Context: an optimization exercise on an open-source flow, tuned for small area. The choices shown serve that exercise and are no tape-out recipe.
Only simulation tests tie the RTL to the original design; equivalence was not proved.
No driver is modelled on the clock port, so clock power and skew are understated where the tree is cut down; a real chip needs a root buffer or a tree.

==> run H <==
==> flow/design.v (excerpt) <==
module top_sp(
    input reset, clk,
    input spi_miso,
    output spi_mosi,
    output spi_sck,
    output spi_cs,
    output [15:0] ch4_data
    );
==> flow/config.mk <==
export PLATFORM = sky130hd
export DESIGN_NAME = top_sp
export DESIGN_NICKNAME = top_sp
export VERILOG_FILES = /design/flow/design.v
export SDC_FILE = /design/flow/constraint.sdc
export NUM_CORES = 4
export LEC_CHECK = 0
export CAP_MARGIN = 20
export CORE_MARGIN = 2
export CORE_UTILIZATION = 40
export GPL_TIMING_DRIVEN = 0
export PLACE_DENSITY = 0.6
export SLEW_MARGIN = 20
==> flow/constraint.sdc <==
create_clock -name core_clock -period 10.0 [get_ports {clk}]
set_input_delay 2.0000 -clock core_clock [delete_from_list [all_inputs] [get_ports {clk}]]
set_output_delay 2.0000 -clock core_clock [all_outputs]
set_load 0.01 [all_outputs]
standard.sh (not shown) runs the stock make flow with config.mk's settings and CLKGATE_MAP_FILE= SYNTH_SCRIPT=/design/flow/synth_recipe.tcl, a recipe that flattens the netlist after the stock synthesis.
==> flow/flow/run.sh <==
#!/bin/bash
# Layout flow: the standard flow (standard.sh), with these changes:
#  1. after the standard synthesis, the combinational logic between the
#     flip-flops is mapped again by ABC with area scripts (reopt.tcl, one run
#     per script abc*.scr); the flip-flops keep their instances, names and
#     cell types.  A result is used only if yosys proves it equivalent to the
#     standard netlist (equiv.ys); the smallest such result is kept;
#  2. the port buffers are the smallest buffer (buf_1);
#  3. clock tree synthesis inserts no dummy loads, and post_cts.tcl then
#     lets the clock port drive the leaf clock buffers directly and merges
#     the tie cells of the constant outputs.
# Each tool's output goes to a log file of its own in this folder.
set -uo pipefail
export BUFFER_PORTS_ARGS="-buffer_cell sky130_fd_sc_hd__buf_1"
export CTS_ARGS="-sink_clustering_enable -repair_clock_nets -dont_use_dummy_load -buf_list sky130_fd_sc_hd__clkbuf_4 -sink_clustering_size 20 -sink_clustering_max_diameter 100"
here=$PWD
export POST_CTS_TCL="$here/flow/post_cts.tcl"
res=$here/orfs/results/$FLOW_PLATFORM/top_sp/base

bash standard.sh synth > synth.log 2>&1 || exit 1

YOSYS=yosys
[ -x "$FLOW_HOME/../tools/install/yosys/bin/yosys" ] && YOSYS="$FLOW_HOME/../tools/install/yosys/bin/yosys"
cp "$res/1_2_yosys.v" "$here/standard_synth.v"
cp "$FLOW_HOME/platforms/$FLOW_PLATFORM/lib/sky130_fd_sc_hd__tt_025C_1v80.lib" "$here/lib.lib"
export LIB="$here/lib.lib" IN="$here/standard_synth.v"
export DONTUSE="$(sed -n '/DONT_USE_CELLS/,/^#/p' "$FLOW_HOME/platforms/$FLOW_PLATFORM/config.mk" | grep -o 'sky130_fd_sc_hd__\w*' | tr '\n' ' ')"
for scr in "$here"/flow/abc*.scr; do
  n=$(basename "$scr" .scr)
  ( OUT="$here/reopt_$n.v" ABCSCR="$scr" timeout 600 "$YOSYS" -c "$here/flow/reopt.tcl" > "reopt_$n.log" 2>&1
    sed "s/reopt.v/reopt_$n.v/" "$here/flow/equiv.ys" > "$here/equiv_$n.ys"
    if timeout 600 "$YOSYS" -s "$here/equiv_$n.ys" > "equiv_$n.log" 2>&1; then
      grep 'Chip area' "$here/reopt_$n.v.stat" | awk -v f="$here/reopt_$n.v" '{print $NF, f}' > "$here/area_$n.txt"
    fi ) &
  while [ "$(jobs -rp | wc -l)" -ge 4 ]; do sleep 1; done
done
wait
best=$(cat "$here"/area_*.txt 2>/dev/null | sort -g | head -n 1 | awk '{print $2}')
if [ -n "$best" ]; then
  echo "using $best" > reopt_choice.log
  cat "$here"/area_*.txt >> reopt_choice.log
  cp "$best" "$res/1_2_yosys.v"
else
  echo "no re-mapped netlist proven equivalent; keeping the standard one" > reopt_choice.log
fi
rm -f "$res/1_synth.odb" "$res/1_synth.sdc"

bash standard.sh > standard.log 2>&1
==> flow/flow/abcn1.scr <==
strash; &get -n; &deepsyn -T 25 -S 1; &dch -f; &nf -R 1000 -a; &put; topo
==> flow/flow/abcn2.scr <==
strash; &get -n; &deepsyn -T 25 -S 2; &dch -f; &nf -R 1000 -a; &put; topo
==> flow/flow/abcn3.scr <==
strash; &get -n; &deepsyn -T 25 -S 3; &dch -f; &nf -R 1000 -a; &put; topo
==> flow/flow/abcn4.scr <==
strash; &get -n; &deepsyn -T 25 -S 4; &dch -f; &nf -R 1000 -a; &put; topo
==> flow/flow/abcn5.scr <==
strash; &get -n; &deepsyn -T 25 -S 5; &dch -f; &nf -R 1000 -a; &put; topo
==> flow/flow/abcn6.scr <==
strash; &get -n; &deepsyn -T 25 -S 6; &dch -f; &nf -R 1000 -a; &put; topo
==> flow/flow/abcn7.scr <==
strash; &get -n; &deepsyn -T 25 -S 7; &dch -f; &nf -R 1000 -a; &put; topo
==> flow/flow/abcn8.scr <==
strash; &get -n; &deepsyn -T 25 -S 8; &dch -f; &nf -R 1000 -a; &put; topo
Other scripts of this flow, unchanged in this note and not shown: flow/flow/abc1.scr, flow/flow/abc2.scr, flow/flow/abc3.scr, flow/flow/abc4.scr, flow/flow/abc5.scr, flow/flow/abc6.scr, flow/flow/abc7.scr, flow/flow/abc8.scr, flow/flow/equiv.ys, flow/flow/post_cts.tcl, flow/flow/reopt.tcl
==> inputs of run A, as changes to run H <==
Settings changed: GPL_TIMING_DRIVEN 0 to unset.
removed: flow/flow/abcn1.scr
removed: flow/flow/abcn2.scr
removed: flow/flow/abcn3.scr
removed: flow/flow/abcn4.scr
removed: flow/flow/abcn5.scr
removed: flow/flow/abcn6.scr
removed: flow/flow/abcn7.scr
removed: flow/flow/abcn8.scr
==> insert_results.sql <==
INSERT INTO impl_metrics (metric_group, metric, value, unit) VALUES
('timing', 'fin_ws', '6020', 'ps'),
('global_routing', 'grt_busiest_layer', 'met2', ''),
('floorplanning', 'initial_cell_density_of_the_core', '42.5', '%'),
('status', 'status', 'no timing/DRC/antenna violations', ''),
('layout', 'sh_seq_area', '52.6', '%'),
('timing', 'fin_skew', '21.9', 'ps'),
('layout', 'area_of_the_multi_input_gates', '467', 'um2');
-- figures above: run A

==> insert_results.sql <==
INSERT INTO impl_metrics (metric_group, metric, value, unit) VALUES
('timing', 'fin_skew', '13.1', 'ps'),
('floorplanning', 'initial_cell_density_of_the_core', '42.1', '%'),
('status', 'status', 'no timing/DRC/antenna violations', ''),
('layout', 'area_of_the_multi_input_gates', '497', 'um2'),
('timing', 'fin_ws', '6240', 'ps');
-- figures above: run H

==> afterwards: timing with drivers on the ports <==
Ports are ideal in the flow. The routed layouts listed here were re-timed in OpenROAD.
Step 1 sets driving cells, clkbuf_16 on the clock port and buf_2 on the other inputs (assumed; they add their load-dependent delay and slew).
Step 2 adds t to the input delays and takes it off the output delays; t is the mean of the earliest and latest rising clock arrival at the registers after step 1. Input paths then give back, and output paths get back, about the clock's delay inside the block.
a / b / c = ideal ports / drivers / drivers and shift; a / b = the first two.
run	shift t [ns]	setup WS [ns]	worst setup path after step 2	cell pins on the clock port's net
run H	0.192	6.242 / 6.202 / 6.213	input to register	4
run A	0.197	6.019 / 5.978 / 5.924	input to register	4
After both steps every run listed still meets setup and hold. For run A, which loses most, drivers alone change the setup slack by -0.041 ns; drivers and shift together by -0.095 ns.
